What follows belongs to an exercise in optimizing a design on an open flow for small area, a short achievable clock period and few clock cycles; a production flow would make more cautious choices. At most, simulation tests tie the RTL to the original design; equivalence was not proved.

// Riscv_core
module Riscv_core
    (
        input                   clk,
        input                   rst_n,
        output  [13:0]          rom_addr,    
        input   [31:0]          inst,
        output  [31:0]          dmem_addr,   
        input   [31:0]          dmem_rdata,  
        output  [31:0]          dmem_wdata,  
        output  [3:0]           dmem_wmask   
    );
Size in the first run: ~11000 cells after synthesis, ~1500 flip-flops, about 150 I/O pins.
Settings: LEC_CHECK=0, ABC_AREA=1, CAP_MARGIN=30, CORE_MARGIN=2, CORE_UTILIZATION=45, PLACE_DENSITY=0.6, SLEW_MARGIN=20, SETUP_SLACK_MARGIN=17, BUFFER_PORTS_ARGS=-buffer_cell sky130_fd_sc_hd__buf_4; clock period 24.0 ns.
standard.sh (not shown) runs the stock make flow with config.mk's settings and CLKGATE_MAP_FILE= SYNTH_SCRIPT=/design/flow/synth_recipe.tcl, a recipe that flattens the netlist after the stock synthesis.
==> flow/flow/run.sh <==
#!/bin/bash
# Standard layout, with the timing repair aiming for a setup margin and
# ordinary buffers (not delay cells) on the ports.
cp standard.sh standard_sh.txt
cp config.mk config_mk_my.txt
echo "export SETUP_SLACK_MARGIN = 17" >> config.mk
echo "export BUFFER_PORTS_ARGS = -buffer_cell sky130_fd_sc_hd__buf_4" >> config.mk
bash standard.sh > standard.log 2>&1
Rerun with:
--- a/flow/design.v
+++ b/flow/design.v
@@ -138,32 +138,32 @@
     wire [31:0] d_ca  = d_na ? ~e_a : e_a;
     wire [31:0] d_cb  = d_nb ? ~e_b : e_b;
     wire [5:0]  d_lza, d_lzb;
     Lzc32 u_lza (.v(d_ca), .lz(d_lza));
     Lzc32 u_lzb (.v(d_cb), .lz(d_lzb));
     wire [6:0]  d_nq  = {1'b0, d_lzb} - {1'b0, d_lza} + (d_na ? 7'd2 : 7'd1);
-    wire [4:0]  d_n   = (d_bz | (~d_nq[6] & (d_nq[5:0] > 6'd32))) ? 5'd16 :
-                        d_nq[6] ? 5'd0 : (d_nq[5:0] + 6'd1) >> 1;
+    wire [4:0]  d_n   = (d_bz | (~d_nq[6] & (d_nq[5:0] > 6'd32))) ? 5'd8 :
+                        d_nq[6] ? 5'd0 : (d_nq[5:0] + 6'd3) >> 2;
     reg  [31:0] d_r, d_q;
     reg  [4:0]  d_left;
     wire [31:0] d_ua  = d_na ? -e_a : e_a;
-    wire [63:0] d_rot = {d_ua, d_ua} >> {d_n[3:0], 1'b0};
+    wire [63:0] d_rot = {d_ua, d_ua} >> {d_n[2:0], 2'b00};
     reg  [31:0] d_r0, d_q0;
     always @(*) begin
         for (k = 0; k < 32; k = k + 1) begin
-            d_r0[k] = (k < 32 - 2 * d_n) ? d_rot[k] : 1'b0;
-            d_q0[k] = (k < 32 - 2 * d_n) ? 1'b0 : d_rot[k];
+            d_r0[k] = (k < 32 - 4 * d_n) ? d_rot[k] : 1'b0;
+            d_q0[k] = (k < 32 - 4 * d_n) ? 1'b0 : d_rot[k];
         end
     end
     wire [32:0] d_nd = d_nb ? {1'b1, e_b} : {1'b1, ~e_b};
     reg  [31:0] d_r1, d_q1;
     reg  [32:0] d_t, d_diff;
     always @(*) begin
         d_r1 = d_r;
         d_q1 = d_q;
-        for (k = 0; k < 2; k = k + 1) begin
+        for (k = 0; k < 4; k = k + 1) begin
             d_t    = {d_r1, d_q1[31]};
             d_diff = d_t + d_nd + {32'd0, ~d_nb};
             d_q1   = {d_q1[30:0], ~d_diff[32]};
             d_r1   = d_diff[32] ? d_t[31:0] : d_diff[31:0];
         end
     end
Result: First-iteration DRC count increases by 19%. Worst setup slack is worse by 2300 ps. Design area climbs by about 8%. Die area is higher by about 4%. Maximum frequency shrinks by 24%. Wire length goes up by 19%. Non-clock buffer count grows by 220. Final cell count goes up by 6.4%. Worst hold slack is worse by 5.2 ps.
No functional check of the RTL was part of any run of this note.


Riscv_core, a different RTL version from the one above (not shown whole).
Size: roughly 11000 cells after synthesis, ~150 I/O pins.
export LEC_CHECK = 0
export ABC_AREA = 1
export CAP_MARGIN = 30
export CORE_MARGIN = 2
export CORE_UTILIZATION = 45
export PLACE_DENSITY = 0.6
export SLEW_MARGIN = 20
export SETUP_SLACK_MARGIN = 17
export BUFFER_PORTS_ARGS = -buffer_cell sky130_fd_sc_hd__buf_4
create_clock -name core_clock -period 24.0 [get_ports {clk}]
Scripts as last shown in full above: flow/flow/run.sh
The starting point completed without violations.
==> next run, changes <==
--- a/flow/design.v
+++ b/flow/design.v
@@ -156,28 +156,28 @@
     reg  [32:0] d_t, d_diff;
     always @(*) begin
         d_r1 = d_r;
         d_q1 = d_q;
         for (k = 0; k < 2; k = k + 1) begin
             d_t    = {d_r1, d_q1[31]};
             d_diff = d_t + d_nd + {32'd0, ~d_nb};
             d_q1   = {d_q1[30:0], ~d_diff[32]};
             d_r1   = d_diff[32] ? d_t[31:0] : d_diff[31:0];
         end
     end
-    wire        d_last  = (d_left == 5'd0);
-    wire [31:0] div_out = e_f3[1] ? (d_last ? d_r : d_r1) : (d_last ? d_q : d_q1);
-    wire        div_neg = e_f3[1] ? d_na : ((d_na ^ d_nb) & ~d_bz);
+    wire        d_zero  = (d_n == 5'd0);
+    wire [31:0] div_out = d_c0 ? (e_f3[1] ? e_a : 32'd0) : (e_f3[1] ? d_r1 : d_q1);
+    wire        div_neg = ~d_c0 & (e_f3[1] ? d_na : ((d_na ^ d_nb) & ~d_bz));
     wire        d_c0 = (md_cnt == 5'd0);
     wire        e_done = ~(e_mul | e_div) | (e_mul & mul_end) |
-                         (e_div & ~d_c0 & (d_left <= 5'd1));
+                         (e_div & (d_c0 ? d_zero : (d_left == 5'd1)));
     always @(posedge clk or negedge rst_n) begin
         if (!rst_n)
             md_cnt <= 5'd0;
         else if (e_done)
             md_cnt <= 5'd0;
         else
             md_cnt <= md_cnt + 5'd1;
     end
     wire        m_go = e_mul & ~e_done;
     always @(posedge clk) begin
         mh    <= m_go ? m_sum[41:8] : 34'd0;
@@ -291,83 +291,83 @@
     end
     wire        fe1 = e_wen & (e_rd == rs1);
     wire        fe2 = e_wen & (e_rd == rs2);
     wire        fm1 = m_wen & (m_rd == rs1);
     wire        fm2 = m_wen & (m_rd == rs2);
     wire [31:0] rv1 = (rs1 == 5'd0) ? 32'd0 : fe1 ? e_res : fm1 ? wb : rf1;
     wire [31:0] rv2 = (rs2 == 5'd0) ? 32'd0 : fe2 ? e_res : fm2 ? wb : rf2;
     wire        go   = e_done & ~redirect & ~hazard;    
     wire        take = go & d_valid;
     wire [31:2] d_tgt  = d_pc + d_imm[31:2];
     wire        d_next = (d_imm == 32'd4);
-    wire        d_pred = d_br & d_imm[31];
+    wire        d_pred = (d_jal & ~d_next) | (d_br & d_imm[31]);
     assign rom_addr = pc_f[15:2];
-    wire        f_jal  = (inst[6:0] == 7'b1101111);
-    wire        f_bb   = (inst[6:0] == 7'b1100011) & inst[31];
-    wire [31:2] f_imm  = f_jal ? {{12{inst[31]}}, inst[19:12], inst[20], inst[30:22]} :
-                                 {{20{inst[31]}}, inst[7], inst[30:25], inst[11:9]};
-    wire [31:2] f_tgt  = pc_f + f_imm;
     always @(posedge clk or negedge rst_n) begin
         if (!rst_n) begin
             pc_f     <= 30'd0;
             d_valid  <= 1'b0;
             e_wen    <= 1'b0;
             e_aluop  <= 1'b0;
             e_load   <= 1'b0;
             e_store  <= 1'b0;
             e_branch <= 1'b0;
             e_jal    <= 1'b0;
             e_jalr   <= 1'b0;
             e_lui    <= 1'b0;
             e_auipc  <= 1'b0;
             e_mul    <= 1'b0;
             e_div    <= 1'b0;
         end else if (e_done) begin
             if (redirect) begin
                 pc_f    <= redirect_pc;
                 d_valid <= 1'b0;
             end else if (~hazard) begin
-                pc_f    <= (f_jal | f_bb) ? f_tgt : pc_f + 30'd1;
-                d_valid <= 1'b1;
+                if (d_valid & d_pred) begin
+                    pc_f    <= d_tgt;
+                    d_valid <= 1'b0;
+                end else begin
+                    pc_f    <= pc_f + 30'd1;
+                    d_valid <= 1'b1;
+                end
             end
             e_wen    <= take & (rd != 5'd0) &
                         (d_r_type | d_i_alu | d_ld | d_jal | d_jalr | d_lui | d_auipc);
             e_aluop  <= take & ((d_r_type & ~d_ir[25]) | d_i_alu);
             e_load   <= take & d_ld;
             e_store  <= take & d_st;
             e_branch <= take & d_br;
             e_jal    <= take & d_jal;
             e_jalr   <= take & d_jalr;
             e_lui    <= take & d_lui;
             e_auipc  <= take & d_auipc;
             e_mul    <= take & d_m & ~d_ir[14];
             e_div    <= take & d_m & d_ir[14];
         end
     end
     always @(posedge clk) begin
         if (go) begin
             d_ir <= inst;
             d_pc <= pc_f;
         end
-        e_pc    <= d_pc;
-        e_tgt   <= d_tgt;
-        e_pred  <= d_pred;
-        e_next  <= d_next;
-        e_imm   <= d_imm;
-        e_alt   <= d_ir[30];
-        e_use_b <= d_r_type | d_br;
         if (e_done) begin
+            e_pc    <= d_pc;
+            e_tgt   <= d_tgt;
+            e_pred  <= d_pred;
+            e_next  <= d_next;
             e_a     <= rv1;
             e_b     <= rv2;
+            e_imm   <= d_imm;
             e_rd    <= rd;
             e_f3    <= d_ir[14:12];
+            e_alt   <= d_ir[30];
+            e_use_b <= d_r_type | d_br;
         end else if (e_mul) begin
             e_b     <= {{8{m_sb & e_b[31]}}, e_b[31:8]};
         end
     end
 endmodule
 module Lzc32
     (
         input  [31:0] v,
         output [5:0]  lz
     );
     wire        z16 = ~|v[31:16];
Result: The new run finished but failed the layout checks on max-capacitance violations, max-slew violations. Clock skew fell by 10 ps. Wire length rose by 5.4%. Die area hardly moves. Count of clock-buffer cells in the layout fell by 7. Worst setup slack is worse by 430 ps.
No run of this note included a check of the RTL's function; only the layout flow was run.


== the previous run ==
Another version of the RTL of Riscv_core (not shown whole).
Size: ~93000 um^2 of cells after synthesis.
export LEC_CHECK = 0
export ABC_AREA = 1
export CAP_MARGIN = 30
export CORE_MARGIN = 2
export CORE_UTILIZATION = 40
export CTS_BUF_LIST = sky130_fd_sc_hd__clkbuf_8
export CTS_CLUSTER_SIZE = 24
export PLACE_DENSITY = 0.55
export SLEW_MARGIN = 20
export SETUP_SLACK_MARGIN = 17
export BUFFER_PORTS_ARGS = -buffer_cell sky130_fd_sc_hd__buf_4
create_clock -name core_clock -period 24.0 [get_ports {clk}]
Scripts as last shown in full above: flow/flow/run.sh
The previous run completed every stage of the flow, and the final layout passed the timing, design-rule and antenna checks.
Input changes introduced in the current run (baseline for comparison: the previous run):
--- a/flow/design.v
+++ b/flow/design.v
@@ -138,23 +138,24 @@
     wire        d_nb  = d_signed & e_b[31];
     wire        d_bz  = (e_b == 32'd0);
     wire [31:0] d_ca  = d_na ? ~e_a : e_a;
     wire [31:0] d_cb  = d_nb ? ~e_b : e_b;
     wire [5:0]  d_lza, d_lzb;
     Lzc32 u_lza (.v(d_ca), .lz(d_lza));
     Lzc32 u_lzb (.v(d_cb), .lz(d_lzb));
     wire [6:0]  d_nq  = {1'b0, d_lzb} - {1'b0, d_lza} + (d_na ? 7'd2 : 7'd1);
     wire        d_b1  = (e_b == 32'd1) | (d_nb & (e_b == 32'hffffffff));
-    wire [4:0]  d_n   = (~d_nq[6] & (d_nq[5:0] > 6'd32)) ? 5'd16 :
+    wire [4:0]  d_n   = d_bz ? 5'd0 :
+                        (d_b1 | (~d_nq[6] & (d_nq[5:0] > 6'd32))) ? 5'd16 :
                         d_nq[6] ? 5'd0 : (d_nq[5:0] + 6'd1) >> 1;
     reg  [31:0] d_r, d_q;
     reg  [4:0]  d_left;
-    reg         d_zero, d_one;       
+    reg         d_fast, d_zero;      
     wire [63:0] d_rot = {d_q, d_q} >> {d_left[3:0], 1'b0};
     reg  [31:0] d_r0, d_q0;
     always @(*) begin
         for (k = 0; k < 32; k = k + 1) begin
             d_r0[k] = (k < 32 - 2 * d_left) ? d_rot[k] : 1'b0;
             d_q0[k] = (k < 32 - 2 * d_left) ? 1'b0 : d_rot[k];
         end
     end
     wire [32:0] d_nd = d_nb ? {1'b1, e_b} : {1'b1, ~e_b};
@@ -164,48 +165,48 @@
         d_r1 = d_r;
         d_q1 = d_q;
         for (k = 0; k < 2; k = k + 1) begin
             d_t    = {d_r1, d_q1[31]};
             d_diff = d_t + d_nd + {32'd0, ~d_nb};
             d_q1   = {d_q1[30:0], ~d_diff[32]};
             d_r1   = d_diff[32] ? d_t[31:0] : d_diff[31:0];
         end
     end
-    wire        d_short = (d_left == 5'd0) | d_zero | d_one;
-    wire [31:0] d_sq    = d_zero ? 32'hffffffff : d_one ? d_q : 32'd0;
-    wire [31:0] d_sr    = d_one ? 32'd0 : d_q;
-    wire [31:0] div_out = d_c1 ? (e_f3[1] ? d_sr : d_sq) : (e_f3[1] ? d_r1 : d_q1);
+    wire        d_last  = (d_left == 5'd0);
+    wire [31:0] div_out = e_f3[1] ? (d_last ? d_r : d_r1) : (d_last ? d_q : d_q1);
     wire        div_neg = e_f3[1] ? d_na : ((d_na ^ d_nb) & ~d_bz);
     wire        d_c0 = (md_cnt == 5'd0);
     wire        d_c1 = (md_cnt == 5'd1);
     wire        e_done = ~(e_mul | e_div) | (e_mul & mul_end) |
-                         (e_div & ~d_c0 & (d_c1 ? d_short : (d_left == 5'd1)));
+                         (e_div & ~d_c0 & ~d_c1 & (d_left <= 5'd1));
     always @(posedge clk or negedge rst_n) begin
         if (!rst_n)
             md_cnt <= 5'd0;
         else if (e_done)
             md_cnt <= 5'd0;
         else
             md_cnt <= md_cnt + 5'd1;
     end
     wire        m_go = e_mul & ~e_done;
     always @(posedge clk) begin
         mh    <= m_go ? m_sum[41:8] : 34'd0;
         ml    <= {m_sum[7:0], ml[23:8]};
         mprev <= m_go & e_b[7];
         if (d_c0) begin
             d_q    <= d_na ? -e_a : e_a;
             d_left <= d_n;
+            d_fast <= d_bz | d_b1;
             d_zero <= d_bz;
-            d_one  <= d_b1;
         end else if (d_c1) begin
             d_r    <= d_r0;
-            d_q    <= d_q0;
+            d_q    <= d_q0 | {32{d_zero}};
+            if (d_fast)
+                d_left <= 5'd0;
         end else begin
             d_r    <= d_r1;
             d_q    <= d_q1;
             d_left <= d_left - 5'd1;
         end
     end
     assign dmem_addr  = m_val;
     assign dmem_wdata = m_wdata;
     assign dmem_wmask = m_wmask;
## What came out
Measured against each other, the previous run and the current run differ in via count, the lower figure coming from the previous run. Diff the current run..the previous run | post-route core utilization | negligible. The current run vs. the previous run: maximum buffer depth of the clock tree did not really move, die area essentially unchanged, post-layout instance area neither gained nor lost much, arrival time at the worst endpoint now sits lower.
Testbench counts of the current run, summed over its fixed seeds: cycles 34,435.
No functional check of the RTL was part of the previous run.

separate check: timing with driven ports:
How much do the figures lean on ideal ports? The routed layouts below were timed once more, with nothing changed but the port constraints.
Step 1: set_driving_cell puts a clkbuf_16 on clk and a buf_2 on each other input, an assumption about the parent block.
Step 2 moves the port delays by t, midway between the first and last clock arrival at a register: inputs arrive t later, outputs are due t later. That takes back most of the time a late clock gives input paths.
a / b / c = ideal / step 1 / step 2; a / b = the first two.
| run | shift t [ns] | slack for setup (ns) | hold WS [ns] | worst setup path at the end | clock arrival spread, ns |
|---|---|---|---|---|---|
| the first run of note 1 | 0.954 | 16.726 / 16.768 / 15.814 | 0.371 / 0.371 / 0.371 | input to register | 0.074 / 0.074 |
| the second run of note 1 | 0.958 | 14.382 / 14.382 / 14.382 | 0.366 / 0.366 / 0.366 | register to register | 0.128 / 0.129 |
| the first run of note 2 | 0.911 | 16.939 / 16.959 / 16.068 | 0.368 / 0.368 / 0.368 | input to register | 0.109 / 0.109 |
| the second run of note 2 | 0.955 | 16.507 / 16.507 / 15.809 | 0.373 / 0.373 / 0.373 | input to register | 0.086 / 0.086 |
| the previous run | 1.124 | 16.924 / 16.963 / 15.838 | 0.301 / 0.301 / 0.301 | input to register | 0.127 / 0.127 |
| the current run | 1.119 | 17.058 / 17.078 / 15.999 | 0.278 / 0.278 / 0.278 | input to register | 0.116 / 0.116 |
For the previous run, which loses most, drivers alone change the setup slack by +0.039 ns; drivers and shift together by -1.086 ns.
